What follows belongs to an exercise in optimizing a design on an open flow for small area, a short achievable clock period and few clock cycles per item; a production flow would make more cautious choices.
At most, simulation tests tie the RTL to the original design; equivalence was not proved.

Setup of v8:
==> module NoekeonGammaSbox, before the edit <==
module NoekeonGammaSbox(
	input wire	[3:0]	inData,
	output wire	[3:0]	outData
);
wire	a1a = inData[1] ^ (~inData[3] & ~inData[2]);
wire	a0a = inData[0] ^ (inData[2] & a1a);
wire	b0  = inData[3];
wire	b3  = a0a;
wire	b2  = inData[2] ^ b0 ^ a1a ^ b3;
wire	b1  = a1a ^ (~b3 & ~b2);
wire	c0  = b0 ^ (b2 & b1);
assign outData = {b3, b2, b1, c0};
endmodule
==> module NoekeonControl, before the edit <==
module NoekeonControl(
	input wire				inClk,
	input wire				inReset,
	input wire				inMode,
	input wire				inDecipher,
	input wire				inDataWr,
	input wire				inKeyWr,
	input wire				inKeyValid,
	input wire	[7:0]		inRcNext,
	output wire				outBusy,
	output wire				outDecipher,
	output wire	[7:0]		outRc,
	output wire				outDataLoad,	 
	output wire				outZeroLoad,	 
	output wire				outKeyWrExt,	 
	output wire				outKeyWrInt,	 
	output wire				outUseK,
	output wire				outUseU,
	output wire				outUseT
);
reg				regBusy;
reg				regFirst;
reg				regMode;
reg				regDecipher;
reg	[7:0]		regRc;
wire	startKey  = ~regBusy & inKeyWr & inMode;
wire	startData = ~regBusy & inDataWr & ~(inKeyWr & inMode);
wire	last      = ~regFirst & (regRc == (regDecipher ? 8'h80 : 8'hD4));
always @(posedge inClk or posedge inReset) begin
	if (inReset == 1'b1)
		regBusy <= 1'b0;
	else if (regBusy == 1'b0)
		regBusy <= startKey | startData;
	else if (last == 1'b1)
		regBusy <= 1'b0;
end
always @(posedge inClk) begin
	regFirst <= ~regBusy;
	if (regBusy == 1'b0) begin
		regMode <= inKeyWr & inMode;
		regDecipher <= inDecipher & ~(inKeyWr & inMode);
		regRc <= (inDecipher & ~(inKeyWr & inMode)) ? 8'hD4 : 8'h80;
	end else begin
		regRc <= inRcNext;
	end
end
wire	useFirstKey = regMode & regFirst;
assign outBusy = regBusy;
assign outDecipher = regDecipher;
assign outRc = regRc;
assign outDataLoad = startData;
assign outZeroLoad = startKey;
assign outKeyWrExt = ~regBusy & inKeyWr;
assign outKeyWrInt = regBusy & regMode & last;
assign outUseK = inKeyValid & (~regMode | regFirst);
assign outUseU = inKeyValid & ((~regDecipher & ~regMode) | useFirstKey);
assign outUseT = inKeyValid & ((regDecipher & ~regMode) | useFirstKey);
endmodule
==> module Noekeon, before the edit <==
module Noekeon(
	input wire				inClk,
	input wire				inReset,
	input wire				inMode,			 
	input wire				inDecipher,		 
	input wire				inDataWr,
	input wire	[127:0]	inDataData,
	input wire				inKeyWr,
	input wire	[127:0]	inKeyData,
	output wire				outBusy,
	output wire	[127:0]	outData
);
wire			busy;
wire			decipher;
wire	[7:0]	rc;
wire	[7:0]	rcNext;
wire			dataLoad;
wire			zeroLoad;
wire			keyWrExt;
wire			keyWrInt;
wire			keyValid;
wire			useK;
wire			useU;
wire			useT;
wire	[127:0]	key;
wire	[127:0]	keyVec;
wire	[127:0]	constVec;
wire	[127:0]	state;
wire	[127:0]	roundData;
NoekeonControl noekeon_Control(
	.inClk(inClk),
	.inReset(inReset),
	.inMode(inMode),
	.inDecipher(inDecipher),
	.inDataWr(inDataWr),
	.inKeyWr(inKeyWr),
	.inKeyValid(keyValid),
	.inRcNext(rcNext),
	.outBusy(busy),
	.outDecipher(decipher),
	.outRc(rc),
	.outDataLoad(dataLoad),
	.outZeroLoad(zeroLoad),
	.outKeyWrExt(keyWrExt),
	.outKeyWrInt(keyWrInt),
	.outUseK(useK),
	.outUseU(useU),
	.outUseT(useT)
);
NoekeonKeyReg noekeon_KeyReg(
	.inClk(inClk),
	.inReset(inReset),
	.inKeyWrExt(keyWrExt),
	.inKeyDataExt(inKeyData),
	.inKeyWrInt(keyWrInt),
	.inKeyDataInt(roundData),
	.outKey(key),
	.outValid(keyValid)
);
NoekeonKeyTheta noekeon_KeyTheta(
	.inKey(key),
	.inUseK(useK),
	.inUseU(useU),
	.inUseT(useT),
	.outKey(keyVec)
);
NoekeonConstatBox noekeon_ConstatBox(
	.inRc(rc),
	.inDecipher(decipher),
	.outRcNext(rcNext),
	.outConst(constVec)
);
NoekeonRoundSh noekeon_RoundSh(
	.inData(state),
	.inVec(keyVec ^ constVec),
	.outData(roundData)
);
NoekeonDataReg noekeon_DataReg(
	.inClk(inClk),
	.inBusy(busy),
	.inLoad(dataLoad),
	.inLoadZero(zeroLoad),
	.inDataExt(inDataData),
	.inDataInt(roundData),
	.outData(state)
);
NoekeonDataOutReg noekeon_DataOutReg(
	.inData(state),
	.outData(outData)
);
assign outBusy = busy;
endmodule
export LEC_CHECK = 0
export CAP_MARGIN = 20
export CORE_MARGIN = 2
export CORE_UTILIZATION = 40
export PLACE_DENSITY = 0.95
export SETUP_SLACK_MARGIN = 1.5
export SLEW_MARGIN = 20
create_clock -name core_clock -period 5.0 [get_ports {inClk}]
standard.sh (not shown) runs the stock make flow with config.mk's settings and CLKGATE_MAP_FILE= SYNTH_SCRIPT=/design/flow/synth_recipe.tcl, a recipe that flattens the netlist after the stock synthesis.
==> flow/flow/run.sh <==
#!/bin/bash
# The standard ORFS layout, with each port's buffer made with the
# smallest buffer cell instead of the one buffer_ports picks by default.
# Every input and output port still gets its own buffer.
set -euo pipefail
export BUFFER_PORTS_ARGS="-buffer_cell sky130_fd_sc_hd__buf_1"
bash standard.sh finish > flow_standard.log 2>&1
v8: all stages complete, timing, DRC and antenna checks passed
Testbench counts of v8, summed over its fixed seeds: cycles 6,912, items 368.
Modified inputs, v35 compared to v8
==> flow/design.v, changed modules only <==
module NoekeonGammaSbox(
	input wire	[3:0]	inData,
	output wire	[3:0]	outData
);
assign outData =
	(inData == 4'h0) ? 4'h7:
	(inData == 4'h1) ? 4'hA:
	(inData == 4'h2) ? 4'h2:
	(inData == 4'h3) ? 4'hC:
	(inData == 4'h4) ? 4'h4:
	(inData == 4'h5) ? 4'h8:
	(inData == 4'h6) ? 4'hF:
	(inData == 4'h7) ? 4'h0:
	(inData == 4'h8) ? 4'h5:
	(inData == 4'h9) ? 4'h9:
	(inData == 4'hA) ? 4'h1:
	(inData == 4'hB) ? 4'hE:
	(inData == 4'hC) ? 4'h3:
	(inData == 4'hD) ? 4'hD:
	(inData == 4'hE) ? 4'hB:
	4'h6;
endmodule
module NoekeonControl(
	input wire				inClk,
	input wire				inReset,
	input wire				inMode,
	input wire				inDecipher,
	input wire				inDataWr,
	input wire				inKeyWr,
	input wire				inKeyValid,
	input wire	[7:0]		inRcNext,
	output wire				outBusy,
	output wire				outDecipher,
	output wire	[7:0]		outRc,
	output wire				outDataLoad,	 
	output wire				outZeroLoad,	 
	output wire				outKeyWrExt,	 
	output wire				outKeyWrInt,	 
	output wire				outUseK,
	output wire				outUseU,
	output wire				outUseT
);
reg				regBusy;
reg				regWb;
reg				regFirst;
reg				regMode;
reg				regDecipher;
reg	[7:0]		regRc;
wire	startKey  = ~regBusy & inKeyWr & inMode;
wire	startData = ~regBusy & inDataWr & ~(inKeyWr & inMode);
wire	last      = ~regFirst & (regRc == (regDecipher ? 8'h80 : 8'hD4));
always @(posedge inClk or posedge inReset) begin
	if (inReset == 1'b1)
		regBusy <= 1'b0;
	else if (regBusy == 1'b0)
		regBusy <= startKey | startData;
	else if (regWb == 1'b1)
		regBusy <= 1'b0;
	else if ((last == 1'b1) && (regMode == 1'b0))
		regBusy <= 1'b0;
end
always @(posedge inClk) begin
	regFirst <= ~regBusy;
	if (regBusy == 1'b0) begin
		regWb <= 1'b0;
		regMode <= inKeyWr & inMode;
		regDecipher <= inDecipher & ~(inKeyWr & inMode);
		regRc <= (inDecipher & ~(inKeyWr & inMode)) ? 8'hD4 : 8'h80;
	end else begin
		regWb <= last & regMode;
		regRc <= inRcNext;
	end
end
wire	useFirstKey = regMode & regFirst;
assign outBusy = regBusy;
assign outDecipher = regDecipher;
assign outRc = regRc;
assign outDataLoad = startData;
assign outZeroLoad = startKey;
assign outKeyWrExt = ~regBusy & inKeyWr;
assign outKeyWrInt = regBusy & regWb;
assign outUseK = inKeyValid & (~regMode | regFirst);
assign outUseU = inKeyValid & ((~regDecipher & ~regMode) | useFirstKey);
assign outUseT = inKeyValid & ((regDecipher & ~regMode) | useFirstKey);
endmodule
module Noekeon(
	input wire				inClk,
	input wire				inReset,
	input wire				inMode,			 
	input wire				inDecipher,		 
	input wire				inDataWr,
	input wire	[127:0]	inDataData,
	input wire				inKeyWr,
	input wire	[127:0]	inKeyData,
	output wire				outBusy,
	output wire	[127:0]	outData
);
wire			busy;
wire			decipher;
wire	[7:0]	rc;
wire	[7:0]	rcNext;
wire			dataLoad;
wire			zeroLoad;
wire			keyWrExt;
wire			keyWrInt;
wire			keyValid;
wire			useK;
wire			useU;
wire			useT;
wire	[127:0]	key;
wire	[127:0]	keyVec;
wire	[127:0]	constVec;
wire	[127:0]	state;
wire	[127:0]	roundData;
NoekeonControl noekeon_Control(
	.inClk(inClk),
	.inReset(inReset),
	.inMode(inMode),
	.inDecipher(inDecipher),
	.inDataWr(inDataWr),
	.inKeyWr(inKeyWr),
	.inKeyValid(keyValid),
	.inRcNext(rcNext),
	.outBusy(busy),
	.outDecipher(decipher),
	.outRc(rc),
	.outDataLoad(dataLoad),
	.outZeroLoad(zeroLoad),
	.outKeyWrExt(keyWrExt),
	.outKeyWrInt(keyWrInt),
	.outUseK(useK),
	.outUseU(useU),
	.outUseT(useT)
);
NoekeonKeyReg noekeon_KeyReg(
	.inClk(inClk),
	.inReset(inReset),
	.inKeyWrExt(keyWrExt),
	.inKeyDataExt(inKeyData),
	.inKeyWrInt(keyWrInt),
	.inKeyDataInt(state),
	.outKey(key),
	.outValid(keyValid)
);
NoekeonKeyTheta noekeon_KeyTheta(
	.inKey(key),
	.inUseK(useK),
	.inUseU(useU),
	.inUseT(useT),
	.outKey(keyVec)
);
NoekeonConstatBox noekeon_ConstatBox(
	.inRc(rc),
	.inDecipher(decipher),
	.outRcNext(rcNext),
	.outConst(constVec)
);
NoekeonRoundSh noekeon_RoundSh(
	.inData(state),
	.inVec(keyVec ^ constVec),
	.outData(roundData)
);
NoekeonDataReg noekeon_DataReg(
	.inClk(inClk),
	.inBusy(busy),
	.inLoad(dataLoad),
	.inLoadZero(zeroLoad),
	.inDataExt(inDataData),
	.inDataInt(roundData),
	.outData(state)
);
NoekeonDataOutReg noekeon_DataOutReg(
	.inData(state),
	.outData(outData)
);
assign outBusy = busy;
endmodule
- Changes observed in v35 relative to v8: overall routing resource usage decreased 1.0 points; fraction of area in registers increased 2.7 points; clock sink total increased about 0.37%; met2 usage in global routing decreased 2.0 points.
- Compared to v8, v35 has number of search-and-repair iterations in the first detailed-routing pass 2 higher.
For v35, only the layout was checked, not whether the RTL still works.

## re-timing with driven ports
The results above use ideal ports. As a check the final layouts listed here were re-extracted and re-timed, cells and wires unchanged. Step 1: set_driving_cell puts a clkbuf_16 on inClk and a buf_2 on each other input, an assumption about the parent block. Step 2 adds t to the input delays and takes it off the output delays; t is the mean of the earliest and latest rising clock arrival at the registers after step 1. Input paths then give back, and output paths get back, about the clock's delay inside the block. Slacks: ideal / step 1 / step 2; pairs: ideal / step 1.
| run | t, ns | slack for setup (ns) | hold slack, ns |
|---|---|---|---|
| v8 | 0.615 | 1.538 / 1.538 / 1.538 | 0.278 / 0.248 / 0.567 |
| v35 | 0.647 | 1.613 / 1.613 / 1.613 | 0.264 / 0.226 / 0.511 |
After both steps every run listed still meets setup and hold.
